This design comes from an exercise in tuning for small area on the open sky130 flow, not from production work.
Function was checked by simulation only, so behaviour that the tests miss may differ from the original.
Power and IR drop assume default switching activity.

**run.sh**
```bash
#!/bin/bash
# synth_recipe.tcl (not shown) runs the flow's synth.tcl, then flattens the netlist and writes it again
# the make line also repeats each setting of config.mk as NAME=value (left out here)
make -C /OpenROAD-flow-scripts/flow DESIGN_CONFIG=/design/flow/config.mk WORK_HOME=/design/flow/orfs CLKGATE_MAP_FILE= SYNTH_SCRIPT=/design/flow/synth_recipe.tcl finish
```
**config.mk**
```make
export PLATFORM = sky130hd
export DESIGN_NAME = eca_accel
export DESIGN_NICKNAME = eca_accel
export VERILOG_FILES = /design/flow/design.v
export SDC_FILE = /design/flow/constraint.sdc
export NUM_CORES = 4
export LEC_CHECK = 0
export CAP_MARGIN = 20
export CORE_MARGIN = 2
export CORE_UTILIZATION = 40
export PLACE_DENSITY = 0.6
export SLEW_MARGIN = 20
```
**constraint.sdc**
```tcl
create_clock -name core_clock -period 8.0 [get_ports {clk}]
set_input_delay 1.6000 -clock core_clock [delete_from_list [all_inputs] [get_ports {clk}]]
set_output_delay 1.6000 -clock core_clock [all_outputs]
set_load 0.01 [all_outputs]
```
**design.v**
```verilog
module tree_xor #(
parameter K_MAX = 128,
parameter K_MIN = 2,
parameter M_MAX = 128,
parameter M_MIN = 2,
parameter W = 4,
parameter PACKET_LENGTH =  2, 
parameter INPUT_NUM = 12
)(
	input [0:INPUT_NUM-1][PACKET_LENGTH-1:0] packets_arr,
	output [PACKET_LENGTH-1:0] xor_product 
);
logic [0:2*INPUT_NUM-2][PACKET_LENGTH-1:0] mid_res;
	genvar i,j;
	generate
		for (i=0; i < INPUT_NUM; i=i+1) begin
			assign mid_res[i] = packets_arr[i];
		end
		for (j=0; j < INPUT_NUM-1; j=j+1) begin
			assign mid_res[INPUT_NUM + j] = mid_res[2 * j] ^ mid_res[2 * j + 1];
		end
	endgenerate
assign xor_product = mid_res[2*INPUT_NUM-2];
endmodule
module bm_mult_unit #(
	parameter K_MAX = 128,
	parameter K_MIN = 2,
	parameter M_MAX = 128,
	parameter M_MIN = 2,
	parameter K = 2,
	parameter W = 4,
	parameter PACKET_LENGTH =  2
)(
	input [0:W-1][W-1:0] bitmatrix_cols, 
	input [0:W-1][PACKET_LENGTH-1:0] data_packet,
	output [0:W-1][PACKET_LENGTH-1:0] mult_product
);
	logic [0:W-1][0:W-1][PACKET_LENGTH-1:0] and_product;
	genvar i,j,k;
	generate
		for (j=0; j<  W; j=j+1) begin
			for (i=0; i < W; i=i+1) begin
				assign and_product[j][i] = (data_packet[i] & {PACKET_LENGTH{bitmatrix_cols[j][i]}});
			end
		end
		for(k=0; k < W; k=k+1) begin
			tree_xor #(
			.INPUT_NUM(W)
            ,.PACKET_LENGTH(PACKET_LENGTH)
			) tree_xor_i (
			.packets_arr(and_product[k]),
			.xor_product(mult_product[k])
			);
		end
	endgenerate
endmodule
module mask_unit #(
	parameter MASK_W = 128,
	parameter K_MIN = 2,
	parameter M_MAX = 128,
	parameter M_MIN = 2,
	parameter W = 4,
	parameter K = 2,
	parameter PACKET_LENGTH =  2 
)(
	input [0:W-1][0:MASK_W-1][PACKET_LENGTH-1:0] packets,
	input [MASK_W-1:0] mask, 	
	output [0:W-1][0:MASK_W-1][PACKET_LENGTH-1:0] mask_product
);
logic [0:W-1][0:MASK_W-1][PACKET_LENGTH-1:0] mask_ext; 	
	genvar i,j;
	generate
		for (i=0; i<W; i=i+1) begin
			for (j=0; j<MASK_W; j=j+1) begin
                assign mask_ext[i][j] = (mask[j] ? {PACKET_LENGTH{1'b1}} : {PACKET_LENGTH{1'b0}}); 
				assign mask_product[i][j] = packets[i][j] & mask_ext[i][j];
			end
		end
	endgenerate
endmodule
module packet_tree_xor #(
	parameter MASK_W = 128,
	parameter K_MIN = 2,
	parameter M_MAX = 128,
	parameter M_MIN = 2,
	parameter W = 4,
	parameter K = 2,
	parameter PACKET_LENGTH =  2 
)(
	input [0:W-1][0:MASK_W-1][PACKET_LENGTH-1:0] packets, 
	output [0:W-1][PACKET_LENGTH-1:0] xor_product
);
	genvar i;
	generate
		for (i=0; i<W; i=i+1) begin
			tree_xor #(
			.INPUT_NUM(MASK_W)
            ,.PACKET_LENGTH(PACKET_LENGTH)
			) tree_xor_i (
			.packets_arr(packets[i]),
			.xor_product(xor_product[i])
			);
		end
	endgenerate
endmodule
module engine_top #(
parameter K_MAX = 128,
		  K_MIN = 2,
		  M_MAX = 128,
		  M_MIN = 2,
		  W = 4,
		  PACKET_LENGTH =  2,
		  BM_MULT_UNIT_NUM = 256,
		  PCK_TREE_XOR_UNITS_NUM = BM_MULT_UNIT_NUM / K_MIN,
		  BMU_BM_MUX_SEL_W		 = $clog2(K_MAX)
)(
	input clk,
	input rstn,
	input eng_rstn,
	input bmu_bm_mux_sel_reg_wr,
	input [0:BM_MULT_UNIT_NUM-1][BMU_BM_MUX_SEL_W-1:0] bmu_bm_mux_sel_reg_din,
	input and_mask_mask_reg_wr,
	input  [0:PCK_TREE_XOR_UNITS_NUM-1][BM_MULT_UNIT_NUM-1:0] and_mask_mask_reg_din,
	input [0:BM_MULT_UNIT_NUM-1][0:W-1][PACKET_LENGTH-1:0] inbuf_eng_din_reg,
	input inbuf_eng_din_reg_val,
	input [0:K_MAX-1][0:W-1][W-1:0] cntl_eng_bm_col_din_reg,
	input cntl_eng_bm_col_din_reg_val,
	input cntrl_eng_calc_en,
	input global_reg_wr_en,
	input outbuf_eng_wr_ack,
	input outbuf_eng_full,
	output data_used, 	
	output eng_pl_empty, 
	output [0:PCK_TREE_XOR_UNITS_NUM-1][0:W-1][PACKET_LENGTH-1:0] eng_outbuf_dout_reg,
	output eng_outbuf_wr_req
);
logic [0:BM_MULT_UNIT_NUM-1][0:W-1][PACKET_LENGTH-1:0] eng_pl_reg_1;
logic [0:PCK_TREE_XOR_UNITS_NUM-1][0:W-1][PACKET_LENGTH-1:0] eng_pl_reg_2;
logic eng_pl_reg_val_0;
logic eng_pl_reg_val_1;
logic eng_pl_reg_val_2;
logic [0:BM_MULT_UNIT_NUM-1][W-1:0][W-1:0] bmu_bm_mux_arr_o;
logic [0:BM_MULT_UNIT_NUM-1][BMU_BM_MUX_SEL_W-1:0] bmu_bm_mux_sel_reg_arr;
logic [0:BM_MULT_UNIT_NUM-1][0:W-1][PACKET_LENGTH-1:0] bm_mult_d_out_arr;
logic [0:PCK_TREE_XOR_UNITS_NUM-1][0:W-1][0:BM_MULT_UNIT_NUM-1][PACKET_LENGTH-1:0] and_mask_d_in_arr;
logic [0:PCK_TREE_XOR_UNITS_NUM-1][0:BM_MULT_UNIT_NUM-1] and_mask_mask_reg_arr;
logic [0:PCK_TREE_XOR_UNITS_NUM-1][0:W-1][0:BM_MULT_UNIT_NUM-1][PACKET_LENGTH-1:0] and_mask_d_out_arr;
logic [0:PCK_TREE_XOR_UNITS_NUM-1][0:W-1][PACKET_LENGTH-1:0] tree_xor_d_out_arr;
assign eng_outbuf_dout_reg	= eng_pl_reg_2;
assign eng_outbuf_wr_req	= eng_pl_reg_val_2 & cntrl_eng_calc_en & ~outbuf_eng_full;
assign data_used	= cntrl_eng_calc_en & eng_pl_reg_val_0;
assign eng_pl_empty = ~(eng_pl_reg_val_0 | eng_pl_reg_val_1 | eng_pl_reg_val_2);
generate
    for(genvar pck_tree_xor_unit_idx = 0; pck_tree_xor_unit_idx < PCK_TREE_XOR_UNITS_NUM; pck_tree_xor_unit_idx = pck_tree_xor_unit_idx + 1) begin
    	always_ff @(posedge clk or negedge rstn) begin
    			if(~rstn) begin
    				and_mask_mask_reg_arr[pck_tree_xor_unit_idx]	<=	{K_MAX{1'b0}};
    			end else begin
    				if(and_mask_mask_reg_wr) begin
    					and_mask_mask_reg_arr[pck_tree_xor_unit_idx]	<=	and_mask_mask_reg_din[pck_tree_xor_unit_idx];
    				end
    			end
    		end
    	end
endgenerate
generate
	for(genvar bm_mult_unit_idx = 0; bm_mult_unit_idx < BM_MULT_UNIT_NUM; bm_mult_unit_idx = bm_mult_unit_idx + 1) begin
			always_ff @(posedge clk or negedge rstn) begin
				if(~rstn) begin
					bmu_bm_mux_sel_reg_arr[bm_mult_unit_idx]	<=	{W{1'b0}};
				end else begin
					if(bmu_bm_mux_sel_reg_wr) begin
						bmu_bm_mux_sel_reg_arr[bm_mult_unit_idx]	<=	bmu_bm_mux_sel_reg_din[bm_mult_unit_idx];
					end
				end
			end
		end
endgenerate
assign eng_pl_reg_val_0 = inbuf_eng_din_reg_val & cntl_eng_bm_col_din_reg_val & cntrl_eng_calc_en;
always_ff @(posedge clk or negedge rstn) begin
	if(~rstn) begin
		eng_pl_reg_val_1			<=	1'b0;
	end else begin
		if(~eng_rstn) begin
			eng_pl_reg_val_1		<=	1'b0;
		end else begin
			if(cntrl_eng_calc_en) begin
				eng_pl_reg_val_1	<=	eng_pl_reg_val_0;
			end
		end
	end
end
generate
	for(genvar stg_1_data_bmu_idx = 0; stg_1_data_bmu_idx < BM_MULT_UNIT_NUM; stg_1_data_bmu_idx = stg_1_data_bmu_idx + 1) begin
		for(genvar stg_1_data_word_bit_idx = 0; stg_1_data_word_bit_idx < W; stg_1_data_word_bit_idx = stg_1_data_word_bit_idx + 1) begin
			always_ff @(posedge clk or negedge rstn) begin
				if(~rstn) begin
					eng_pl_reg_1[stg_1_data_bmu_idx][stg_1_data_word_bit_idx]			<=	{W{1'b0}};
				end else begin
					if(~eng_rstn) begin
						eng_pl_reg_1[stg_1_data_bmu_idx][stg_1_data_word_bit_idx]		<=	{W{1'b0}};
					end else begin
						if(cntrl_eng_calc_en & eng_pl_reg_val_0) begin
							eng_pl_reg_1[stg_1_data_bmu_idx][stg_1_data_word_bit_idx]	<=	bm_mult_d_out_arr[stg_1_data_bmu_idx][stg_1_data_word_bit_idx];
						end
					end
				end
			end
		end
	end
endgenerate
always_ff @(posedge clk or negedge rstn) begin
	if(~rstn) begin
		eng_pl_reg_val_2	<=	1'b0;
	end else begin
		if(~eng_rstn) begin
			eng_pl_reg_val_2	<=	1'b0;
		end else begin
			if(cntrl_eng_calc_en) begin
				eng_pl_reg_val_2	<=	eng_pl_reg_val_1;
			end
		end
	end
end
generate
	for(genvar stg_2_tx_unit_idx = 0; stg_2_tx_unit_idx < PCK_TREE_XOR_UNITS_NUM; stg_2_tx_unit_idx = stg_2_tx_unit_idx + 1) begin
		for(genvar stg_2_data_word_bit_idx = 0; stg_2_data_word_bit_idx < W; stg_2_data_word_bit_idx = stg_2_data_word_bit_idx + 1) begin
			always_ff @(posedge clk or negedge rstn) begin
				if(~rstn) begin
					eng_pl_reg_2[stg_2_tx_unit_idx][stg_2_data_word_bit_idx]			<=	{W{1'b0}};
				end else begin
					if(~eng_rstn) begin
						eng_pl_reg_2[stg_2_tx_unit_idx][stg_2_data_word_bit_idx]		<=	{W{1'b0}};
					end else begin
						if(cntrl_eng_calc_en & eng_pl_reg_val_1) begin
							eng_pl_reg_2[stg_2_tx_unit_idx][stg_2_data_word_bit_idx]	<=	tree_xor_d_out_arr[stg_2_tx_unit_idx][stg_2_data_word_bit_idx];
						end
					end
				end
			end
		end
	end
endgenerate
genvar bmu_inst_idx;
generate
	for(bmu_inst_idx = 0;bmu_inst_idx < BM_MULT_UNIT_NUM;bmu_inst_idx = bmu_inst_idx + 1) begin
		bm_mult_unit #(
		.K_MAX(K_MAX), .K_MIN(K_MIN), .W(W), .PACKET_LENGTH(PACKET_LENGTH) 
		)bm_mult_unit_i(
			.bitmatrix_cols	( bmu_bm_mux_arr_o[bmu_inst_idx]	) 
			,.data_packet	( inbuf_eng_din_reg[bmu_inst_idx]	)
		    ,.mult_product	( bm_mult_d_out_arr[bmu_inst_idx]	)
		);
		assign bmu_bm_mux_arr_o[bmu_inst_idx] = cntl_eng_bm_col_din_reg[bmu_bm_mux_sel_reg_arr[bmu_inst_idx]];
	end 
endgenerate
genvar tree_xor_inst_idx;
generate
	for(tree_xor_inst_idx = 0;tree_xor_inst_idx < PCK_TREE_XOR_UNITS_NUM;tree_xor_inst_idx = tree_xor_inst_idx + 1) begin
		mask_unit #(
		.MASK_W(BM_MULT_UNIT_NUM), .K_MIN(K_MIN), .W(W), .PACKET_LENGTH(PACKET_LENGTH) 
		)mask_unit_i(
			.packets		( and_mask_d_in_arr[tree_xor_inst_idx]		) 
			,.mask			( and_mask_mask_reg_arr[tree_xor_inst_idx]	)
		    ,.mask_product	(and_mask_d_out_arr[tree_xor_inst_idx]		)
		);
		packet_tree_xor #(
		.MASK_W(BM_MULT_UNIT_NUM), .K_MIN(K_MIN), .W(W), .PACKET_LENGTH(PACKET_LENGTH) 
		)packet_tree_i(
			.packets		( and_mask_d_out_arr[tree_xor_inst_idx]		) 
		    ,.xor_product	( tree_xor_d_out_arr[tree_xor_inst_idx]		)
		);
	end 
endgenerate
genvar  mask_unit_idx,bm_mult_unit_idx,w1_idx;
generate
	for( mask_unit_idx = 0; mask_unit_idx < PCK_TREE_XOR_UNITS_NUM; mask_unit_idx = mask_unit_idx + 1) begin
		for( bm_mult_unit_idx = 0; bm_mult_unit_idx < BM_MULT_UNIT_NUM; bm_mult_unit_idx = bm_mult_unit_idx + 1) begin
			for ( w1_idx = 0; w1_idx < W; w1_idx = w1_idx + 1 ) begin
				assign and_mask_d_in_arr[mask_unit_idx][w1_idx][bm_mult_unit_idx] = eng_pl_reg_1[bm_mult_unit_idx][w1_idx];
			end
		end
	end
endgenerate
endmodule
module bm_cntl #(
	parameter K_MAX = 128,
	parameter K_MIN = 2,
	parameter M_MAX = 128,
	parameter M_MIN = 2,
	parameter W = 4,
	parameter PACKET_LENGTH =  2,
    parameter MREG_W    = $clog2(M_MAX),
	parameter BM_MEM_DEPTH = M_MAX,
	parameter BM_COL_W = W*W*K_MAX,
	parameter BM_MEM_W = BM_COL_W,
	parameter BM_MEM_ADDR_W = $clog2(BM_MEM_DEPTH)
)(
	input clk,
	input rstn,
	input eng_rstn,
	input eng_fsm_bm_cntl_rd_en,
	input eng_bm_cntl_data_used,
	input [MREG_W-1:0] MReg,
	output [0:K_MAX-1][0:W-1][W-1:0] bm_col_data_out,
	output reg bm_coloum_data_out_val,
	input  [BM_COL_W-1:0]	bm_mem_bm_cntl_rd_data,
	input  bm_mem_bm_cntl_rd_data_val,
	output bm_cntl_bm_mem_rd_rq,
	output [BM_MEM_ADDR_W-1:0] bm_cntl_bm_mem_rd_addr
);
logic bm_col_count_en;
logic [M_MAX-1:0] bm_col_counter;
logic [M_MAX-1:0] bm_col_counter_max_value;
logic [BM_COL_W-1:0] bm_coloum_data_out_reg;
logic [BM_MEM_ADDR_W-1:0] bm_mem_col_addr_arr [0:M_MAX-1];
assign bm_col_count_en	= eng_fsm_bm_cntl_rd_en & bm_mem_bm_cntl_rd_data_val; 
assign bm_col_counter_max_value = MReg-{{(M_MAX-1){1'b0}},1'b1};
always_ff @(posedge clk or negedge rstn) begin
	if(~rstn) begin
		bm_col_counter	<=	{M_MAX{1'b0}};
	end else begin
		if(~eng_rstn) begin
			bm_col_counter	<=	{M_MAX{1'b0}};
		end else begin
			if(bm_col_count_en) begin
				if(bm_col_counter >= bm_col_counter_max_value) begin  
					bm_col_counter	<=	{M_MAX{1'b0}};
				end else begin
					bm_col_counter	<=	bm_col_counter + {{(M_MAX-1){1'b0}},1'b1};
				end
			end
		end
	end
end
assign bm_cntl_bm_mem_rd_rq = eng_fsm_bm_cntl_rd_en
					          &(
					          eng_bm_cntl_data_used 
					          ||
					          ~bm_coloum_data_out_val 
					          );
always_ff @(posedge clk or negedge rstn) begin
	if(~rstn) begin
		bm_coloum_data_out_reg	<=	{BM_COL_W{1'b0}};
		bm_coloum_data_out_val	<=	1'b0;
	end else begin
		if(~eng_rstn) begin
			bm_coloum_data_out_reg	<=	{BM_COL_W{1'b0}};
			bm_coloum_data_out_val	<=	1'b0;
		end else begin
			if(bm_mem_bm_cntl_rd_data_val) begin
				bm_coloum_data_out_reg	<=	bm_mem_bm_cntl_rd_data;
				bm_coloum_data_out_val	<=	1'b1;
			end
		end
	end
end
genvar i,j;
generate 
	for(i=0;i<K_MAX;i=i+1) begin
		for(j=0;j<W;j=j+1) begin
			assign bm_col_data_out[i][W-1-j] = bm_coloum_data_out_reg[(i*W+j)*W +: W];
		end
	end
endgenerate
assign bm_cntl_bm_mem_rd_addr = bm_col_counter;  
endmodule
module engine_fsm  #(
	parameter K_MAX = 128,
	parameter K_MIN = 2,
	parameter M_MAX = 128,
	parameter M_MIN = 2,
	parameter W = 4,
	parameter PACKET_LENGTH =  2,
	parameter BM_MEM_DEPTH = M_MAX,
	parameter BM_COL_W = W*W*K_MAX,
	parameter BM_MEM_W = BM_COL_W,
	parameter BM_MEM_ADDR_W = $clog2(BM_MEM_W),
	localparam INIT_ST			= 2'd0,
	localparam CALC_ST			= 2'd1,
	localparam FINISH_CALC_ST	= 2'd2,
	localparam STATES_NUM		= 3,
    parameter MREG_W    = $clog2(M_MAX)
)(
	input clk,
	input rstn,
	input start_eng,
	input [MREG_W-1:0] MReg,
	input eng_empty,
	output reg eng_rstn,
	output reg cntrl_inbuff_rd_en,
	output reg cntrl_outbuff_wr_en,
	output reg cntrl_bm_mem_rd_en,
	output reg cntrl_eng_calc_en,
	output reg global_reg_wr_en
);
logic [$clog2(STATES_NUM)-1:0] cur_st;
logic [$clog2(STATES_NUM)-1:0] nxt_st;
always_ff @(posedge clk or negedge rstn) begin
	if(~rstn) begin
		cur_st	<=	INIT_ST;
	end else begin
		cur_st	<=	nxt_st;
	end
end
always_comb begin
	nxt_st	=	INIT_ST;
	case(cur_st)
	INIT_ST: begin
		if(start_eng) begin
			nxt_st	=	CALC_ST;
		end else begin  
			nxt_st	=	INIT_ST;
		end
	end
	CALC_ST: begin
		if(~start_eng) begin
			nxt_st	=	FINISH_CALC_ST;
		end else begin 
			nxt_st	=	CALC_ST;
		end
	end
	FINISH_CALC_ST: begin
		if(start_eng) begin
			nxt_st	=	CALC_ST;
		end else begin
			if(eng_empty) begin
				nxt_st	=	INIT_ST;
			end else begin 
					nxt_st = FINISH_CALC_ST;
			end
		end
	end
	endcase
end
always_comb begin
	cntrl_inbuff_rd_en		=	1'b0;
	cntrl_outbuff_wr_en		=	1'b0;
	cntrl_bm_mem_rd_en		=	1'b0;
	global_reg_wr_en		=	1'b0;
    cntrl_eng_calc_en       =   1'b0;
	eng_rstn				=	1'b1;
	case(cur_st)
	INIT_ST:	
	begin
		global_reg_wr_en		=	1'b1;
		eng_rstn				=	1'b0;
	end
	CALC_ST:	
	begin
		cntrl_inbuff_rd_en		=	1'b1;
		cntrl_outbuff_wr_en		=	1'b1;
		cntrl_bm_mem_rd_en		=	1'b1;
        cntrl_eng_calc_en       =   1'b1;
	end
	FINISH_CALC_ST:	
	begin
		cntrl_outbuff_wr_en		=	1'b1;
		cntrl_bm_mem_rd_en		=	1'b1;
        cntrl_eng_calc_en       =   1'b1;
	end
	endcase
end
endmodule
module inbuff_cntl #(
	parameter K_MAX = 128,
	parameter K_MIN = 2,
	parameter M_MAX = 128,
	parameter M_MIN = 2,
	parameter W = 4,
	parameter PACKET_LENGTH =  2,
    parameter MREG_W    = $clog2(M_MAX),
	parameter BM_MEM_DEPTH = M_MAX,
	parameter BM_COL_W = W*W*K_MAX,
	parameter BM_MEM_W = BM_COL_W,
	parameter BM_MEM_ADDR_W = $clog2(BM_MEM_W)
)(
	input clk,
	input rstn,
	input eng_rstn,
	input cntrl_inbuff_rd_en,
	input eng_inbuf_cntl_data_used, 
	input [MREG_W-1:0] MReg,
	output cntl_inbuf_fifo_rd_rq,
	output cntl_inbuf_fifo_mem_en,
	input inbuf_fifo_cntl_empty 
);
logic compute_cyc_count_en;
logic [M_MAX-1:0] compute_cyc_counter;
logic [M_MAX-1:0] compute_cyc_counter_req_value;
logic [M_MAX-1:0] compute_cyc_counter_max_value;
logic new_data_req;
assign compute_cyc_count_en	=  eng_inbuf_cntl_data_used ;
assign new_data_req =  (~|(compute_cyc_counter ^ compute_cyc_counter_max_value)) & eng_inbuf_cntl_data_used; 
assign cntl_inbuf_fifo_mem_en = 1'b1; 
always_ff @(posedge clk or negedge rstn) begin
	if(~rstn) begin
		compute_cyc_counter	<=	{M_MAX{1'b0}};
	end else begin
		if(~eng_rstn) begin
			compute_cyc_counter	<=	{M_MAX{1'b0}};
		end else begin
			if(compute_cyc_count_en) begin
				if(compute_cyc_counter >= compute_cyc_counter_max_value) begin  
					compute_cyc_counter	<=	{M_MAX{1'b0}};
				end else begin
					compute_cyc_counter	<=	compute_cyc_counter + {{(M_MAX-1){1'b0}},1'b1};
				end
			end
		end
	end
end
always_ff @(posedge clk or negedge rstn) begin
	if(~rstn) begin
		compute_cyc_counter_req_value	<=	{M_MAX{1'b0}};
		compute_cyc_counter_max_value	<=	{M_MAX{1'b0}};
		end else begin
			if(~eng_rstn) begin
				compute_cyc_counter_req_value	<=	{M_MAX{1'b0}};
				compute_cyc_counter_max_value	<=	{M_MAX{1'b0}};
			end else begin
				if(cntrl_inbuff_rd_en) begin
					compute_cyc_counter_req_value	<=  (MReg-{{(M_MAX-2){1'b0}},1'b1,1'b0});	
					compute_cyc_counter_max_value	<=	(MReg-{{(M_MAX-1){1'b0}},1'b1});		
			end
		end
	end
end
assign cntl_inbuf_fifo_rd_rq = cntrl_inbuff_rd_en & new_data_req;
endmodule
module control_top #(
	parameter K_MAX = 128,
	parameter K_MIN = 2,
	parameter M_MAX = 128,
	parameter M_MIN = 2,
	parameter W = 4,
	parameter PACKET_LENGTH =  2,
	INBUF_MEM_DATA_W = 32,	 
	INBUF_MEM_ADDR_W = 32, 	 
    parameter MREG_W    = $clog2(M_MAX),
	parameter BM_MEM_DEPTH = M_MAX,
	parameter BM_COL_W = W*W*K_MAX,
	parameter BM_MEM_W = BM_COL_W,
	parameter BM_MEM_ADDR_W = $clog2(BM_MEM_DEPTH)
)(
	input clk,
	input rstn,
	input engine_en,
	input eng_empty,
	input eng_cntl_data_used,
	input EcaEnReg,
	input [MREG_W-1:0] MReg,
	output eng_rstn_o,
	output cntrl_outbuff_wr_en,
	output cntrl_eng_calc_en,
	output [0:K_MAX-1][0:W-1][W-1:0] bm_col_data_out,
	output bm_coloum_data_out_val,
	output global_reg_wr_en,
	input  [BM_COL_W-1:0]	bm_mem_bm_cntl_rd_data,
	input  bm_mem_bm_cntl_rd_data_val,
	output bm_cntl_bm_mem_rd_rq,
	output [BM_MEM_ADDR_W-1:0] bm_cntl_bm_mem_rd_addr,
	output cntl_inbuf_fifo_rd_rq,
	output cntl_inbuf_fifo_mem_en,
	input  inbuf_fifo_cntl_empty
);
logic eng_rstn;
logic eng_fsm_bm_cntl_rd_en;
logic inbuf_mem_rd_data_val;
logic inbuf_mem_rd_req;
logic inbuf_mem_wr_req;
logic [INBUF_MEM_DATA_W-1:0]  inbuf_mem_rd_data; 
logic [INBUF_MEM_DATA_W-1:0]  inbuf_mem_wr_data; 
logic [INBUF_MEM_ADDR_W-1:0]  inbuf_mem_rd_addr;
logic [INBUF_MEM_ADDR_W-1:0]  inbuf_mem_wr_addr;
assign eng_rstn_o = eng_rstn;
bm_cntl #(
.K_MAX(K_MAX)
,.K_MIN(K_MIN)
,.M_MAX(M_MAX)
,.M_MIN(M_MIN)
,.W(W)
,.PACKET_LENGTH(PACKET_LENGTH)
) bitmatrix_control_i(
.clk(clk)
,.rstn(rstn)
,.eng_rstn(eng_rstn)
,.eng_fsm_bm_cntl_rd_en(eng_fsm_bm_cntl_rd_en)
,.eng_bm_cntl_data_used(eng_cntl_data_used)
,.MReg(MReg)
,.bm_col_data_out(bm_col_data_out)
,.bm_coloum_data_out_val(bm_coloum_data_out_val)
,.bm_mem_bm_cntl_rd_data(bm_mem_bm_cntl_rd_data)
,.bm_mem_bm_cntl_rd_data_val(bm_mem_bm_cntl_rd_data_val)
,.bm_cntl_bm_mem_rd_rq(bm_cntl_bm_mem_rd_rq)
,.bm_cntl_bm_mem_rd_addr(bm_cntl_bm_mem_rd_addr)
);
engine_fsm #(
.K_MAX(K_MAX)
,.K_MIN(K_MIN)
,.M_MAX(M_MAX)
,.M_MIN(M_MIN)
,.W(W)
,.PACKET_LENGTH(PACKET_LENGTH)
) engine_fsm_i(
.clk(clk)
,.rstn(rstn)
,.start_eng(engine_en)
,.MReg(MReg)
,.eng_empty(eng_empty)
,.eng_rstn(eng_rstn)
,.cntrl_inbuff_rd_en(cntrl_inbuff_rd_en)
,.cntrl_outbuff_wr_en(cntrl_outbuff_wr_en)
,.cntrl_bm_mem_rd_en(eng_fsm_bm_cntl_rd_en)
,.cntrl_eng_calc_en(cntrl_eng_calc_en)
,.global_reg_wr_en(global_reg_wr_en)
);
inbuff_cntl #(
.K_MAX(K_MAX)
,.K_MIN(K_MIN)
,.M_MAX(M_MAX)
,.M_MIN(M_MIN)
,.W(W)
,.PACKET_LENGTH(PACKET_LENGTH)
)inbuff_cntl_i (
	.clk(clk)
	,.rstn(rstn)
	,.eng_rstn(eng_rstn)
	,.cntrl_inbuff_rd_en(cntrl_inbuff_rd_en)
	,.eng_inbuf_cntl_data_used(eng_cntl_data_used)
	,.MReg(MReg)
	,.cntl_inbuf_fifo_rd_rq(cntl_inbuf_fifo_rd_rq)
	,.cntl_inbuf_fifo_mem_en(cntl_inbuf_fifo_mem_en)
	,.inbuf_fifo_cntl_empty(inbuf_fifo_cntl_empty)
);
endmodule
module sram_flop_array#(
	parameter SRAM_WRAP_WIDTH = 32, 
	parameter SRAM_WRAP_DEPTH = 100,  
	parameter SRAM_WRAP_ADDR_W = $clog2(SRAM_WRAP_DEPTH),
	parameter INT_MEM_W = SRAM_WRAP_WIDTH/2,
	parameter INT_MEM_DEPTH = 2*SRAM_WRAP_DEPTH,
	parameter INT_MEM_ADDR_W = SRAM_WRAP_ADDR_W + 1
)(
input [INT_MEM_W-1:0] I1,
input [INT_MEM_W-1:0] I2,
output reg [INT_MEM_W-1:0] O1,
output reg [INT_MEM_W-1:0] O2,
input CEB1,
input WEB1,
input OEB1,
input CSB1,
input CEB2,
input WEB2,
input OEB2,
input CSB2,
input [INT_MEM_ADDR_W-1:0] A1,
input [INT_MEM_ADDR_W-1:0] A2
);
logic port_1_rd_en;
logic port_2_rd_en;
logic port_1_wr_en;
logic port_2_wr_en;
logic [INT_MEM_W-1:0] mem [INT_MEM_DEPTH-1:0];
assign port_1_rd_en =  ~CSB1 & WEB1 & ~OEB1;
assign port_2_rd_en =  ~CSB2 & WEB2 & ~OEB2;
assign port_1_wr_en =  ~CSB1 &~WEB1;
assign port_2_wr_en =  ~CSB2 &~WEB2;
always_ff @( posedge CEB1  ) begin
    if(port_1_rd_en) begin
		O1 <= mem[A1];
	end
end 
always_ff @( posedge CEB2 ) begin
    if(port_2_rd_en) begin
		O2 <= mem[A2];
	end
end 
always_ff @( posedge CEB1 ) begin
    if(port_2_wr_en & ~port_2_rd_en) begin
        mem[A2] <= I2;
    end
    if(port_1_wr_en & ~port_1_rd_en) begin
        mem[A1] <= I1;
    end
end 
endmodule
module sram_wrapper #(
	parameter SRAM_WRAP_WIDTH = 32, 
	parameter SRAM_WRAP_DEPTH = 100,  
	parameter SRAM_WRAP_ADDR_W = $clog2(SRAM_WRAP_DEPTH),
	parameter INT_MEM_W = SRAM_WRAP_WIDTH/2,
	parameter INT_MEM_DEPTH = 2*SRAM_WRAP_DEPTH,
	parameter INT_MEM_ADDR_W = SRAM_WRAP_ADDR_W + 1
)(
input clk,
input rst_n,
input mem_en,
input rd_req,
input wr_req,
input [SRAM_WRAP_ADDR_W-1:0] address,
input [SRAM_WRAP_WIDTH-1:0] wr_data_in,
output reg rd_data_val,
output [SRAM_WRAP_WIDTH-1:0] rd_data
);
logic [INT_MEM_W-1:0] I1;
logic [INT_MEM_W-1:0] I2;
logic [INT_MEM_W-1:0] O1;
logic [INT_MEM_W-1:0] O2;
logic CEB1;
logic WEB1;
logic OEB1;
logic CSB1;
logic CEB2;
logic WEB2;
logic OEB2;
logic CSB2;
logic [INT_MEM_ADDR_W-1:0] A1;
logic [INT_MEM_ADDR_W-1:0] A2;
assign A1 = {address,1'b0};
assign A2 = {address,1'b1};
assign rd_data = {O1,O2};
assign I1 = wr_data_in[2*INT_MEM_W-1:INT_MEM_W];
assign I2 = wr_data_in[INT_MEM_W-1:0];
assign CEB1 = clk; 
assign CEB2 = clk; 
assign CSB1 = ~(mem_en & (wr_req | rd_req));
assign CSB2 = ~(mem_en & (wr_req | rd_req));
assign OEB1 = ~mem_en;
assign OEB2 = ~mem_en;
assign WEB1 = ~wr_req & rd_req;
assign WEB2 = ~wr_req & rd_req;
always_ff @( posedge clk or negedge rst_n) begin
	if(~rst_n) begin
		rd_data_val <= 1'b0;
	end else begin
		rd_data_val <= rd_req;
	end 
end 
 sram_flop_array #(
	.SRAM_WRAP_WIDTH(SRAM_WRAP_WIDTH),
	.SRAM_WRAP_DEPTH(SRAM_WRAP_DEPTH)
) sram_flop_array_i(
    .I1(I1)
    ,.I2(I2)
    ,.O1(O1)
    ,.O2(O2)
    ,.CEB1(CEB1)
    ,.WEB1(WEB1)
    ,.OEB1(OEB1)
    ,.CSB1(CSB1)
    ,.CEB2(CEB2)
    ,.WEB2(WEB2)
    ,.OEB2(OEB2)
    ,.CSB2(CSB2)
    ,.A1(A1)
    ,.A2(A2)
);
endmodule
module sram_fifo #(
	parameter SRAM_WRAP_WIDTH = 32, 
	parameter SRAM_WRAP_DEPTH = 100,  
	parameter SRAM_ADDR_W = $clog2(SRAM_WRAP_DEPTH)
)(
input clk,
input rst_n,
input wr_req,
input rd_req,
input mem_en,
input [SRAM_WRAP_WIDTH-1:0] wr_data_in,
output rd_data_val,
output [SRAM_WRAP_WIDTH-1:0] rd_data,
 output wr_ack,
output full,
output empty
);
logic wr_req_l ;
logic [SRAM_ADDR_W:0] wptr;
logic [SRAM_ADDR_W:0] rptr;
logic [SRAM_WRAP_WIDTH-1:0] dout_samp_reg_0;
logic [SRAM_WRAP_WIDTH-1:0] dout_samp_reg_1;
logic dout_samp_reg_0_val;
logic dout_samp_reg_1_val;
logic sram_wr_req;
logic sram_rd_req;
logic [SRAM_ADDR_W-1:0] sram_addr;
logic [SRAM_WRAP_WIDTH-1:0] sram_dout;
logic sram_dout_val;
logic wr_sram_dout_to_samp_reg_0; 
logic wr_sram_dout_to_samp_reg_1; 
logic wr_din_to_samp_reg_0;		
logic wr_din_to_samp_reg_1;		
logic wr_samp_reg_1_to_0;
logic samp_reg_0_nxt;
logic samp_reg_1_nxt;
assign rd_data = dout_samp_reg_0;
assign rd_data_val = dout_samp_reg_0_val;
assign wr_ack = sram_wr_req || wr_din_to_samp_reg_0 || wr_din_to_samp_reg_1;
assign wr_req_l = wr_req & ~rd_req;
assign ptrs_eq = (rptr[SRAM_ADDR_W-1:0] == wptr[SRAM_ADDR_W-1:0]);
assign ptrs_tu_bit_eq = (rptr[SRAM_ADDR_W] == wptr[SRAM_ADDR_W]);
assign sram_full  = ptrs_eq & ~ptrs_tu_bit_eq;
assign sram_empty = ptrs_eq & ptrs_tu_bit_eq;
assign sram_addr = (sram_rd_req ? rptr[SRAM_ADDR_W-1:0] : wptr[SRAM_ADDR_W-1:0]);
assign sram_rd_req = rd_req & ~sram_empty;
assign sram_wr_req = wr_req_l & ~sram_full & ~wr_din_to_samp_reg_0 & ~wr_din_to_samp_reg_1 & ~sram_rd_req;
assign samp_reg_0_nxt = (dout_samp_reg_0_val & ~rd_req) | (wr_sram_dout_to_samp_reg_0 | wr_din_to_samp_reg_0 | wr_samp_reg_1_to_0);
assign samp_reg_1_nxt = (dout_samp_reg_1_val & ~wr_samp_reg_1_to_0) | ( wr_sram_dout_to_samp_reg_1| wr_din_to_samp_reg_1  );
assign full = sram_full & dout_samp_reg_0_val & dout_samp_reg_1_val;
assign empty = sram_empty & ~dout_samp_reg_0_val & ~dout_samp_reg_1_val;
assign wr_sram_dout_to_samp_reg_0 = sram_dout_val & ~dout_samp_reg_1_val & (~dout_samp_reg_0_val || rd_req);
assign wr_din_to_samp_reg_0	      = wr_req_l & ~dout_samp_reg_0_val ;
assign wr_samp_reg_1_to_0         = rd_req & dout_samp_reg_1_val ;
always_ff @(posedge clk or negedge rst_n) begin
	if(~rst_n) begin
		dout_samp_reg_0_val	<=	1'b0;
	end else begin
		if(wr_sram_dout_to_samp_reg_0 | wr_din_to_samp_reg_0 | wr_samp_reg_1_to_0 ) begin
			dout_samp_reg_0_val	<=	1'b1;
		end else begin
			if(rd_req) begin
				dout_samp_reg_0_val	<=	1'b0;
			end
		end
	end
end
always_ff @(posedge clk or negedge rst_n) begin
    if(~rst_n) begin
		dout_samp_reg_0	<=	{SRAM_WRAP_WIDTH{1'b0}};
	end else begin
		if(wr_sram_dout_to_samp_reg_0) begin
			dout_samp_reg_0	<=	sram_dout;
		end else begin
			if(wr_din_to_samp_reg_0) begin
				dout_samp_reg_0	<=	wr_data_in;
			end else begin
                if(wr_samp_reg_1_to_0) begin
				    dout_samp_reg_0	<=	dout_samp_reg_1;
                end
            end
		end
	end
end
assign wr_sram_dout_to_samp_reg_1 = sram_dout_val & (~dout_samp_reg_1_val || wr_samp_reg_1_to_0);
assign wr_din_to_samp_reg_1	      = wr_req_l & dout_samp_reg_0_val & ~dout_samp_reg_1_val & ~wr_sram_dout_to_samp_reg_1 & ~wr_sram_dout_to_samp_reg_1 ;
always_ff @(posedge clk or negedge rst_n) begin
	if(~rst_n) begin
		dout_samp_reg_1_val	<=	1'b0;
	end else begin
		if(wr_sram_dout_to_samp_reg_1 | wr_din_to_samp_reg_1 ) begin
			dout_samp_reg_1_val	<=	1'b1;
		end else begin
			if(wr_samp_reg_1_to_0) begin
				dout_samp_reg_1_val	<=	1'b0;
			end
		end
	end
end
always_ff @(posedge clk or negedge rst_n) begin
if(~rst_n) begin
		dout_samp_reg_1	<=	{SRAM_WRAP_WIDTH{1'b0}};
	end else begin
		if(wr_sram_dout_to_samp_reg_1) begin
			dout_samp_reg_1	<=	sram_dout;
		end else begin
			if(wr_din_to_samp_reg_1) begin
				dout_samp_reg_1	<=	wr_data_in;
			end
		end
	end
end
always_ff @(posedge clk or negedge rst_n) begin
	if(~rst_n) begin
		rptr	<=	{SRAM_ADDR_W{1'b0}};
	end else begin
		if(sram_rd_req ) begin
			if(rptr[SRAM_ADDR_W-1:0] == {SRAM_ADDR_W-1{1'b1}}) begin
				rptr[SRAM_ADDR_W-1:0]	<=  {SRAM_ADDR_W-1{1'b0}};
				rptr[SRAM_ADDR_W]		<=	~rptr[SRAM_ADDR_W];
			end else begin
				rptr[SRAM_ADDR_W-1:0] <= rptr[SRAM_ADDR_W-1:0] + 1'b1;
			end
		end
	end
end
always_ff @(posedge clk or negedge rst_n) begin
	if(~rst_n) begin
		wptr	<=	{SRAM_ADDR_W{1'b0}};
	end else begin
		if(sram_wr_req) begin
			if(wptr[SRAM_ADDR_W-1:0] == {SRAM_ADDR_W-1{1'b1}}) begin
				wptr[SRAM_ADDR_W-1:0]	<=  {SRAM_ADDR_W-1{1'b0}};
				wptr[SRAM_ADDR_W]		<=	~wptr[SRAM_ADDR_W];
			end else begin
				wptr[SRAM_ADDR_W-1:0] <= wptr[SRAM_ADDR_W-1:0] + 1'b1;
			end
		end
	end
end
sram_wrapper #(
	.SRAM_WRAP_WIDTH(SRAM_WRAP_WIDTH)
	,.SRAM_WRAP_DEPTH(SRAM_WRAP_DEPTH) 
)
sram_wrapper_fifo_i
(
	.clk(clk)
	,.rst_n(rst_n)
	,.mem_en(mem_en)
	,.rd_req(sram_rd_req)
	,.wr_req(sram_wr_req)
	,.address(sram_addr)
	,.wr_data_in(wr_data_in)
	,.rd_data_val(sram_dout_val)
	,.rd_data(sram_dout)
);
endmodule
module input_buffer #(
    parameter PACKET_LENGTH             = 2,
    parameter W                         = 4,
	parameter BM_MULT_UNIT_NUM          = 4,
    parameter INBUF_DATA_DEPTH          = 10,
    parameter INBUF_DATA_W             = PACKET_LENGTH*W*BM_MULT_UNIT_NUM
)(
    input clk,
    input rst_n,
	input cntl_inbuf_fifo_rd_rq,
	input cntl_inbuf_fifo_mem_en,
	input inbuf_wr_req,
	input [INBUF_DATA_W-1:0] inbuf_wr_data,
	output inbuf_fifo_cntl_empty,
    output inbuf_user_full,
	output inbuf_dout_reg_val,
	output [0:BM_MULT_UNIT_NUM-1][0:W-1][PACKET_LENGTH-1:0] inbuf_dout_reg,
    output wr_ack
);
logic [INBUF_DATA_W-1:0] inbuf_rd_data;
sram_fifo #(
	.SRAM_WRAP_WIDTH(INBUF_DATA_W)
	,.SRAM_WRAP_DEPTH(INBUF_DATA_DEPTH)
) inbuf_fifo_i(
	.clk(clk)
	,.rst_n(rst_n)
	,.wr_req(inbuf_wr_req)
	,.rd_req(cntl_inbuf_fifo_rd_rq)
	,.mem_en(cntl_inbuf_fifo_mem_en)
	,.wr_data_in(inbuf_wr_data)
    ,.wr_ack(wr_ack)
	,.rd_data_val(inbuf_dout_reg_val)
	,.rd_data(inbuf_rd_data)
	,.full(inbuf_user_full)
	,.empty(inbuf_fifo_cntl_empty)
);
genvar i,j;
generate 
	for(i=0;i<BM_MULT_UNIT_NUM;i=i+1) begin
		for(j=0;j<W;j=j+1) begin
			assign inbuf_dout_reg[BM_MULT_UNIT_NUM-1 - i][W-1-j]	 =	inbuf_rd_data[(i*W +j)*PACKET_LENGTH +: PACKET_LENGTH];
        end
    end
endgenerate
endmodule
module output_buffer #(
    parameter PACKET_LENGTH             = 2,
    parameter W                         = 4,
    parameter PCK_TREE_XOR_UNITS_NUM    = 6,
    parameter OUTBUF_MEM_DEPTH          = 10,
    parameter OUTBUF_DATA_W = PACKET_LENGTH*W*PCK_TREE_XOR_UNITS_NUM
)(
    input clk,
    input rst_n,
	input cntrl_outbuff_wr_en,
	input eng_outbuf_wr_req,
    input user_outbuf_rd_req,
	input [0:PCK_TREE_XOR_UNITS_NUM-1][0:W-1][PACKET_LENGTH-1:0] outbuf_wr_data,
	output outbuf_fifo_cntl_empty,
	output outbuf_dout_reg_val,
	output [OUTBUF_DATA_W-1:0] outbuf_dout_reg,
    output outbuf_eng_wr_ack,
    output outbuf_eng_full,
    output outbuf_user_rd_ack 
);
logic [OUTBUF_DATA_W-1:0] outbuf_fifo_din;
assign outbuf_user_rd_ack = user_outbuf_rd_req & ~eng_outbuf_wr_req;
sram_fifo #(
	.SRAM_WRAP_WIDTH(OUTBUF_DATA_W)
	,.SRAM_WRAP_DEPTH(OUTBUF_MEM_DEPTH)
) outbuf_fifo_i(
	.clk(clk)
	,.rst_n(rst_n)
	,.wr_req(eng_outbuf_wr_req)
	,.rd_req(user_outbuf_rd_req & ~eng_outbuf_wr_req)
	,.mem_en(1'b1)  
	,.wr_data_in(outbuf_fifo_din)
    ,.wr_ack(outbuf_eng_wr_ack)
	,.rd_data_val(outbuf_dout_reg_val)
	,.rd_data(outbuf_dout_reg)
	,.full(outbuf_eng_full)
	,.empty(outbuf_fifo_cntl_empty)
);
genvar i,j;
generate 
	for(i=0;i<PCK_TREE_XOR_UNITS_NUM;i=i+1) begin
		for(j=0;j<W;j=j+1) begin
		    assign outbuf_fifo_din[(i*W + j)*PACKET_LENGTH +: PACKET_LENGTH] = outbuf_wr_data[PCK_TREE_XOR_UNITS_NUM-1-i][W-1-j];
end
end
endgenerate
endmodule
module eca_top #(
	parameter K_MAX                     = 4,
	parameter K_MIN                     = 2,
	parameter W                         = 4,
	parameter PACKET_LENGTH             = 2,
	parameter M_MAX                     = 128,
	parameter M_MIN                     = 2,
	parameter BM_MULT_UNIT_NUM          = 4,
    parameter OUTBUF_MEM_DEPTH          = 10,
    parameter INBUF_DATA_DEPTH          = 10,
    parameter MREG_W                    = $clog2(M_MAX),
	parameter PCK_TREE_XOR_UNITS_NUM    = BM_MULT_UNIT_NUM / K_MIN,
	parameter BMU_BM_MUX_SEL_W		    = $clog2(K_MAX),
    parameter OUTBUF_DATA_W             = PACKET_LENGTH*W*PCK_TREE_XOR_UNITS_NUM,
    parameter INBUF_DATA_W              = PACKET_LENGTH*W*BM_MULT_UNIT_NUM,
    parameter BM_MEM_W                  = K_MAX * W * W,	
    parameter BM_MEM_DEPTH              = M_MAX,      
	parameter BM_MEM_ADDR_W             = $clog2(BM_MEM_DEPTH)
)(
	input clk,
	input rstn,
	input eca_en,
	input engine_en,
	input [MREG_W-1:0] m_val,
    input m_val_wr,
	input bmu_bm_mux_sel_reg_wr,
	input [0:BM_MULT_UNIT_NUM-1][BMU_BM_MUX_SEL_W-1:0] bmu_bm_mux_sel_reg_din,
	input and_mask_mask_reg_wr,
	input  [0:PCK_TREE_XOR_UNITS_NUM-1][BM_MULT_UNIT_NUM-1:0] and_mask_mask_reg_din,
	input user_bm_mem_wr_req,
	input [BM_MEM_W-1:0] user_bm_mem_wr_data,
	input [BM_MEM_ADDR_W-1:0] user_bm_mem_wr_addr,
	input inbuf_wr_req,
    output inbuf_user_wr_ack,
    output inbuf_user_full,
	input [INBUF_DATA_W-1:0] inbuf_wr_data,
	input outbuf_rd_req,
	output outbuf_rd_data_val,
    output outbuf_user_rd_ack,
	output [OUTBUF_DATA_W-1:0] outbuf_rd_data
);
logic [MREG_W-1:0] MReg;
logic [0:BM_MULT_UNIT_NUM-1][0:W-1][PACKET_LENGTH-1:0] inbuf_eng_din_reg;  
logic inbuf_eng_din_reg_val; 
logic [0:K_MAX-1][0:W-1][W-1:0] cntl_eng_bm_col_din_reg; 
logic cntl_eng_bm_col_din_reg_val; 
logic global_reg_wr_en; 
logic outbuf_eng_wr_ack; 
logic outbuf_eng_full; 
logic eng_pl_empty;
logic [0:PCK_TREE_XOR_UNITS_NUM-1][0:W-1][PACKET_LENGTH-1:0] eng_outbuf_dout_reg; 
logic eng_outbuf_wr_req;
logic eng_cntl_data_used;
logic eng_rstn_o;
logic cntrl_inbuff_rd_en;
logic cntrl_outbuff_wr_en;
logic cntrl_eng_calc_en;
logic [0:K_MAX-1][0:W-1][W-1:0] bm_col_data_out;
logic bm_coloum_data_out_val;
logic cntl_inbuf_fifo_mem_en;
logic [BM_MEM_W-1:0] bm_mem_bm_cntl_rd_data;
logic bm_mem_bm_cntl_rd_data_val;
logic bm_cntl_bm_mem_rd_rq;
logic [BM_MEM_ADDR_W-1:0] bm_cntl_bm_mem_rd_addr;
logic [BM_MEM_ADDR_W-1:0] bm_mem_addr;
logic outbuf_fifo_cntl_empty;
always_ff @(posedge clk or negedge rstn) begin
	if(~rstn) begin
		MReg	<=	{MREG_W{1'b0}};
	end else begin
		if(m_val_wr) begin
			MReg	<=	m_val;
		end
	end
end
engine_top #(
    .K_MAX(K_MAX),
	.K_MIN(K_MIN),
	.M_MAX(M_MAX),
	.M_MIN(M_MIN),
	.W(W),
	.PACKET_LENGTH(PACKET_LENGTH),
	.BM_MULT_UNIT_NUM(BM_MULT_UNIT_NUM)
)engine_top_i (
	.clk                            ( clk                         )
	,.rstn                          ( rstn                        )
	,.eng_rstn                      ( eng_rstn                    )
	,.bmu_bm_mux_sel_reg_wr         (  bmu_bm_mux_sel_reg_wr	  )                                                                                          
	,.bmu_bm_mux_sel_reg_din		( bmu_bm_mux_sel_reg_din	  )
	,.and_mask_mask_reg_wr			( and_mask_mask_reg_wr		  )
	,.and_mask_mask_reg_din			( and_mask_mask_reg_din		  )
	,.inbuf_eng_din_reg             ( inbuf_eng_din_reg           )
	,.inbuf_eng_din_reg_val         ( inbuf_eng_din_reg_val       )
	,.cntl_eng_bm_col_din_reg       ( cntl_eng_bm_col_din_reg     )
	,.cntl_eng_bm_col_din_reg_val   ( cntl_eng_bm_col_din_reg_val )
	,.cntrl_eng_calc_en             ( cntrl_eng_calc_en           )
	,.global_reg_wr_en              ( global_reg_wr_en            )
	,.outbuf_eng_wr_ack             ( outbuf_eng_wr_ack           )
	,.outbuf_eng_full               ( outbuf_eng_full             )
	,.data_used  	                ( eng_cntl_data_used          )
	,.eng_pl_empty                  ( eng_pl_empty                )
	,.eng_outbuf_dout_reg           ( eng_outbuf_dout_reg         )
	,.eng_outbuf_wr_req             ( eng_outbuf_wr_req           )
);
control_top #(
    .K_MAX(K_MAX),
	.K_MIN(K_MIN),
	.M_MAX(M_MAX),
	.M_MIN(M_MIN),
	.W(W),
	.PACKET_LENGTH(PACKET_LENGTH)
) control_top_i (
	.clk                            ( clk                        )
	,.rstn                           ( rstn                       )
	,.eng_empty                      ( eng_pl_empty               )
	,.eng_cntl_data_used		     ( eng_cntl_data_used	      )
	,.EcaEnReg				         ( eca_en					  )
	,.engine_en						 ( engine_en				  )	
	,.MReg							 ( MReg						  )
	,.inbuf_fifo_cntl_empty			 ( inbuf_fifo_cntl_empty	  )
	,.cntl_inbuf_fifo_rd_rq			 ( cntl_inbuf_fifo_rd_rq	  ) 	
	,.cntl_inbuf_fifo_mem_en		 ( cntl_inbuf_fifo_mem_en	  )
	,.cntrl_outbuff_wr_en            ( cntrl_outbuff_wr_en        )
	,.cntrl_eng_calc_en              ( cntrl_eng_calc_en          )
	,.bm_col_data_out                ( cntl_eng_bm_col_din_reg    )
	,.bm_coloum_data_out_val         ( cntl_eng_bm_col_din_reg_val)
	,.eng_rstn_o                     (  eng_rstn                  )
	,.global_reg_wr_en               ( global_reg_wr_en           )
	,.bm_mem_bm_cntl_rd_data         ( bm_mem_bm_cntl_rd_data     )
	,.bm_mem_bm_cntl_rd_data_val     ( bm_mem_bm_cntl_rd_data_val )
	,.bm_cntl_bm_mem_rd_rq           ( bm_cntl_bm_mem_rd_rq       )
	,.bm_cntl_bm_mem_rd_addr         ( bm_cntl_bm_mem_rd_addr     )
);
assign bm_mem_addr = (user_bm_mem_wr_req ? user_bm_mem_wr_addr : bm_cntl_bm_mem_rd_addr);
sram_wrapper #(
	.SRAM_WRAP_WIDTH(BM_MEM_W)	
	,.SRAM_WRAP_DEPTH(BM_MEM_DEPTH)
) 
bit_matrix_memory_i
(
	.clk(clk)
	,.rst_n(rstn)
	,.mem_en(1'b1) 
	,.rd_req(bm_cntl_bm_mem_rd_rq)
	,.wr_req(user_bm_mem_wr_req)
	,.address(bm_mem_addr)
	,.wr_data_in(user_bm_mem_wr_data)
	,.rd_data_val(bm_mem_bm_cntl_rd_data_val)
	,.rd_data(bm_mem_bm_cntl_rd_data)
);
output_buffer  #(
	.PACKET_LENGTH(PACKET_LENGTH),         
	.W(W),                     
    .PCK_TREE_XOR_UNITS_NUM( PCK_TREE_XOR_UNITS_NUM),  
    .OUTBUF_MEM_DEPTH( OUTBUF_MEM_DEPTH)        
)output_buffer_i(
    .clk(clk)
    ,.rst_n(rstn)
    ,.cntrl_outbuff_wr_en(cntrl_outbuff_wr_en)
    ,.eng_outbuf_wr_req(eng_outbuf_wr_req)
    ,.user_outbuf_rd_req(outbuf_rd_req)
    ,.outbuf_wr_data(eng_outbuf_dout_reg)
    ,.outbuf_fifo_cntl_empty(outbuf_fifo_cntl_empty)
    ,.outbuf_dout_reg_val(outbuf_rd_data_val)
    ,.outbuf_dout_reg(outbuf_rd_data)
    ,.outbuf_eng_wr_ack(outbuf_eng_wr_ack)
    ,.outbuf_eng_full(outbuf_eng_full)
    ,.outbuf_user_rd_ack(outbuf_user_rd_ack)
);
input_buffer #(
	.PACKET_LENGTH(PACKET_LENGTH),         
	.W(W),                     
    .BM_MULT_UNIT_NUM(BM_MULT_UNIT_NUM),
    .INBUF_DATA_DEPTH(INBUF_DATA_DEPTH)
) input_buffer_i (
    .clk(clk)
    ,.rst_n(rstn)
	,.cntl_inbuf_fifo_rd_rq(cntl_inbuf_fifo_rd_rq)
	,.cntl_inbuf_fifo_mem_en(cntl_inbuf_fifo_mem_en)
	,.inbuf_wr_req(inbuf_wr_req)
	,.inbuf_wr_data( inbuf_wr_data)
	,.inbuf_fifo_cntl_empty(inbuf_fifo_cntl_empty)
	,.inbuf_dout_reg_val(inbuf_eng_din_reg_val)
	,. inbuf_dout_reg( inbuf_eng_din_reg) 
    ,.wr_ack(inbuf_user_wr_ack)
    ,.inbuf_user_full(inbuf_user_full)
);
endmodule
module eca_accel (
	input          clk,
	input          rstn,
	input          eca_en,
	input          engine_en,
	input  [3:0]   m_val,
	input          m_val_wr,
	input          bmu_bm_mux_sel_reg_wr,
	input  [7:0]   bmu_bm_mux_sel_reg_din,    
	input          and_mask_mask_reg_wr,
	input  [7:0]   and_mask_mask_reg_din,     
	input          user_bm_mem_wr_req,
	input  [63:0]  user_bm_mem_wr_data,
	input  [3:0]   user_bm_mem_wr_addr,
	input          inbuf_wr_req,
	output         inbuf_user_wr_ack,
	output         inbuf_user_full,
	input  [127:0] inbuf_wr_data,
	input          outbuf_rd_req,
	output         outbuf_rd_data_val,
	output         outbuf_user_rd_ack,
	output [63:0]  outbuf_rd_data
);
localparam K_MAX = 4, W = 4, PL = 8, BMU = 4, PTX = 2, SELW = 2;
logic [0:BMU-1][SELW-1:0] sel_arr;
logic [0:PTX-1][BMU-1:0]  mask_arr;
genvar i;
generate
	for (i = 0; i < BMU; i = i + 1) begin : g_sel
		assign sel_arr[i] = bmu_bm_mux_sel_reg_din[i*SELW +: SELW];
	end
	for (i = 0; i < PTX; i = i + 1) begin : g_mask
		assign mask_arr[i] = and_mask_mask_reg_din[i*BMU +: BMU];
	end
endgenerate
eca_top #(
	.K_MAX(K_MAX),
	.K_MIN(2),
	.W(W),
	.PACKET_LENGTH(PL),
	.M_MAX(16),
	.M_MIN(2),
	.BM_MULT_UNIT_NUM(BMU),
	.OUTBUF_MEM_DEPTH(8),
	.INBUF_DATA_DEPTH(8)
) eca_top_i (
	.clk(clk),
	.rstn(rstn),
	.eca_en(eca_en),
	.engine_en(engine_en),
	.m_val(m_val),
	.m_val_wr(m_val_wr),
	.bmu_bm_mux_sel_reg_wr(bmu_bm_mux_sel_reg_wr),
	.bmu_bm_mux_sel_reg_din(sel_arr),
	.and_mask_mask_reg_wr(and_mask_mask_reg_wr),
	.and_mask_mask_reg_din(mask_arr),
	.user_bm_mem_wr_req(user_bm_mem_wr_req),
	.user_bm_mem_wr_data(user_bm_mem_wr_data),
	.user_bm_mem_wr_addr(user_bm_mem_wr_addr),
	.inbuf_wr_req(inbuf_wr_req),
	.inbuf_user_wr_ack(inbuf_user_wr_ack),
	.inbuf_user_full(inbuf_user_full),
	.inbuf_wr_data(inbuf_wr_data),
	.outbuf_rd_req(outbuf_rd_req),
	.outbuf_rd_data_val(outbuf_rd_data_val),
	.outbuf_user_rd_ack(outbuf_user_rd_ack),
	.outbuf_rd_data(outbuf_rd_data)
);
endmodule
```
==> summary.txt <==
Floorplan
  – # rows: 221
  – Die area: 369700 um2
  – I/O pin total: 294
  – Die extent in y: 608.0 um
  – Die Wd: 608.0 um
  – Starting density of the core: 0.4023
  – Total core area: 362800 um2

Logic synthesis
  – Syn nets: 9871
  – Post-synthesis sequential area ratio: 0.7038
  – Cells after synthesis: 9602
  – Multiplexer share of the synthesized area: 0.09813
  – Compound-gate portion of the synthesized area: 0.07709
  – Synth unique cells: 68
  – FFs w/ async S/R, synth: 0.2047
  – EDFF count, synth: 2816
  – Primary FF master, synth: edfxtp_1
  – Synthesized flop and latch total: 3541
  – Post-synthesis cell area: 145900 um2
  – Largest family of logic cells by synthesized area: multiplexers
  – Adder-cell share of the synthesized area: 0.003687
  – Post-synthesis xor/xnor area fraction: 0.03547
  – Synth warnings: 25
  – Avg Inst Size Synth: 15.20 um2
  – Post-synthesis simple-gate area fraction: 0.05931

STA
  – Max-slew headroom: 0.1656
  – Final Slew Violations: 0
  – Fmax: 163.5 MHz
  – Actual slew at the worst max-slew pin: 1.252 ns
  – Final Hold Fails: 0
  – Final WS setup: 1.884 ns
  – Clock skew: 0.04059 ns
  – Setup TNS: 0 ns
  – RSZ-0062 raised after global routing: false
  – Tmin final: 6.116 ns
  – Final Cycle Share: 0.7645
  – Final Setup Violations: 0

Final layout
  – # nets final: 10132
  – Core Util, Final: 0.4602
  – Area delta synth->final: 14.40%
  – Share of cells above drive strength 1: 0.1295

Worst setup path
  – Crit path largest cell delay: 0.86 ns
  – Critical Path AT: 4.52 ns
  – CP max stage cell: nor3_2
  – Top cell family by delay on the critical path: simple AND/OR/NAND/NOR gates
  – CP Class: reg -> out
  – CP required: 6.40 ns
  – CP Capture Type: output port
  – CP cell instances: inv_1 -> ha_1 -> nand4_1 -> or4_1 -> o211ai_1 -> nor3_2 -> a31o_2 -> clkdlybuf4s50_1
  – Crit-path max FO: 15
  – Worst setup SP type: flip-flop
  – Worst path bufs/invs: 2

GRT
  – Aggregate global routing overflow: 0
  – Number of global-route vias before repair: 85137
  – Global-route usage over all layers: 0.2141
  – Initial antenna violation count: 94
  – Largest net degree at the start of global routing: 221
  – First-pass GRT wire length: 588100 um

Route
  – DR vias/cell: 5.690
  – Drt wl/cell: 27.00 um
  – Via count: 85420
  – Drt pass-1 iters: 10
  – Aggregate routed wire length: 405400 um
  – Antenna Violating Nets Remaining: 0
  – Drt initial violations: 9804
  – DRC Markers: 0

Pwr
  – Pwr Total: 51.20 mW
  – Maximum vdd drop: 0.2246 mV
  – Pleak: 58.10 nW
  – PD cells: 306.7 nW/um2

CTS
  – CTS tree: built
  – Worst-skew pair later-pin latency: 0.97 ns
  – Setup Fix Bufs, Post-CTS: 0
  – Worst-case clock buffer depth: 4
  – # clock sinks: 3541
  – Clock transition at path regs: 0.06 ns
  – Inserted Clock Buffers: 371
  – Cts hold-fix bufs: 0
  – Resized Gates After CTS: 0
  – Root buffer cell: clkbuf_16
  – H-tree levels: 5

Placed design
  – Placer congestion estimate: 0.8853
  – I/O Buffers: 292
  – DP Worst Slack: 2.190 ns
  – Hpwl dp: 237200 um

Job
  – Max cap viols: 0

Worst hold path
  – Hold crit path type: reg -> reg

Outcome
  – Status: complete, no violations
-- worst paths after layout --
path | start | to | slack [ns] | cells past startpoint
max | flip-flop | inbuf_user_wr_ack | 1.88 | 8
max in group asynchronous | rstn | async pin | 5.52 | 3
min reg2reg | flip-flop | flip-flop | 0.48 | 2
max reg2reg | flip-flop | flip-flop | 2.75 | 12
min in group asynchronous | rstn | async pin | 0.62 | 1
min | flip-flop | flip-flop | 0.48 | 2
-- Yosys cell counts, types with 71 or more instances --
| cell type | number | area [um2] |
|---|---|---|
| o22ai_1 | 135 | 844.6 |
| mux4_2 | 320 | 7207 |
| inv_1 | 216 | 810.8 |
| mux2_2 | 151 | 1700 |
| a31oi_1 | 79 | 494.2 |
| nand3b_1 | 73 | 548.0 |
| xnor2_1 | 525 | 4598 |
| clkbuf_1 | 375 | 1408 |
| a222oi_1 | 320 | 3203 |
| mux2i_1 | 537 | 5375 |
| o21ai_0 | 408 | 2042 |
| nand2_1 | 1582 | 5938 |
| a21o_1 | 71 | 533.0 |
| nor2_1 | 236 | 885.9 |
| a21oi_1 | 150 | 750.7 |
| dfrtp_1 | 725 | 18140 |
| edfxtp_1 | 2816 | 84560 |
| buf_2 | 140 | 700.7 |
-- per-layer routing --
metal  up-vias  part of all wire  global-route usage
li1      37135                 -                   -
met1     44067              0.40              0.2759
met2      3368              0.49              0.3611
met3       792             0.072             0.03525
met4        58             0.039             0.08543
met5         -           0.00088                   0
-- tightest hold or removal path, delay by kind of cell (launching register included) --
family           cells  cell delay, ns
AO/OA/AOI/OAI        1            0.06
flip-flops           1            0.34
AND/OR/NAND/NOR      1            0.04
-- logic make-up (layout without fill, tap and decap cells) --
family / count (synthesis) / in the layout
AND/OR/NAND/NOR: 2100 / 2100
multiplexers: 1010 / 1010
XOR/XNOR: 591 / 591
AO/OA/AOI/OAI: 1526 / 1526
buffers and inverters: 791 / 1376
flip-flops: 3541 / 3541
other: 0 / 32
adder cells (fa/ha/maj): 43 / 43
-- area by class of cell --
cell class | count | area (um2)
fillers | 31329 | 195800
diodes | 32 | 80.08
inverters | 218 | 818.3
multi-input cells | 5270 | 40550
flip-flops and latches | 3541 | 102700
clock inverters | 170 | 1678
clock buffers | 527 | 10430
repair buffers | 461 | 4673
well taps | 4794 | 5998
-- cell usage in the layout (no fill, tap or decap), drive strengths merged, types with 12 or more instances in the layout --
| master | n |
|---|---|
| nor2 | 238 |
| a21oi | 150 |
| diode | 32 |
| a221oi | 65 |
| nand2 | 1582 |
| o22ai | 135 |
| a211oi | 69 |
| a21o | 71 |
| xnor2 | 525 |
| mux2 | 152 |
| nand3 | 31 |
| nand2b | 19 |
| bufinv | 24 |
| xor2 | 66 |
| o21ai | 409 |
| ha | 43 |
| a222oi | 320 |
| inv | 226 |
| nor3 | 33 |
| clkinv | 128 |
| clkbuf | 527 |
| and3 | 13 |
| buf | 170 |
| a31oi | 79 |
| mux4 | 320 |
| nand3b | 73 |
| and2 | 66 |
| a22oi | 57 |
| mux2i | 538 |
| edfxtp | 2816 |
| o21a | 12 |
| dfrtp | 725 |
| a22o | 67 |
| clkdlybuf4s50 | 291 |
| o2111ai | 57 |
-- where the power goes --
part	switching, mW	leakage, nW	total [mW]	internal [mW]
Sequential	1.34	34.3	23.4	22.0
Combinational	6.70	17.9	10.7	4.03
Clock	7.22	5.91	17.1	9.89
-- metrics by stage --
step,cells,area [um2],hold WS (ns)
2_1_floorplan,9602,146000,0.4555
5_1_grt,14999,166900,0.4976
4_1_cts,14980,166800,0.4751
3_3_place_gp,14280,154600,0.4621
6_report,15013,166900,0.4758
3_5_place_dp,14283,154700,0.4683

-- afterwards: timing with drivers on the ports --
How much do the figures lean on ideal ports? The routed layout below was timed once more, with nothing changed but the port constraints. Step 1 assumes that a clkbuf_16 drives the clock port and a buf_2 every other input. Step 2 also shifts input and output timing later by t, the mid clock arrival at the registers, as if the neighbouring blocks saw the same clock. a / b / c = no drivers / after step 1 / after step 2; a / b = the first two.
t (ns): 1.050
slack for setup (ns): 1.884 / 1.777 / 2.114
hold slack, ns: 0.476 / 0.476 / 0.476
latest minus earliest clock arrival (ns): 0.050 / 0.051
cell pins on the clock port's net: 1
After both steps setup and hold are still met in this run. For this run, drivers alone change the setup slack by -0.107 ns; drivers and shift together by +0.230 ns.
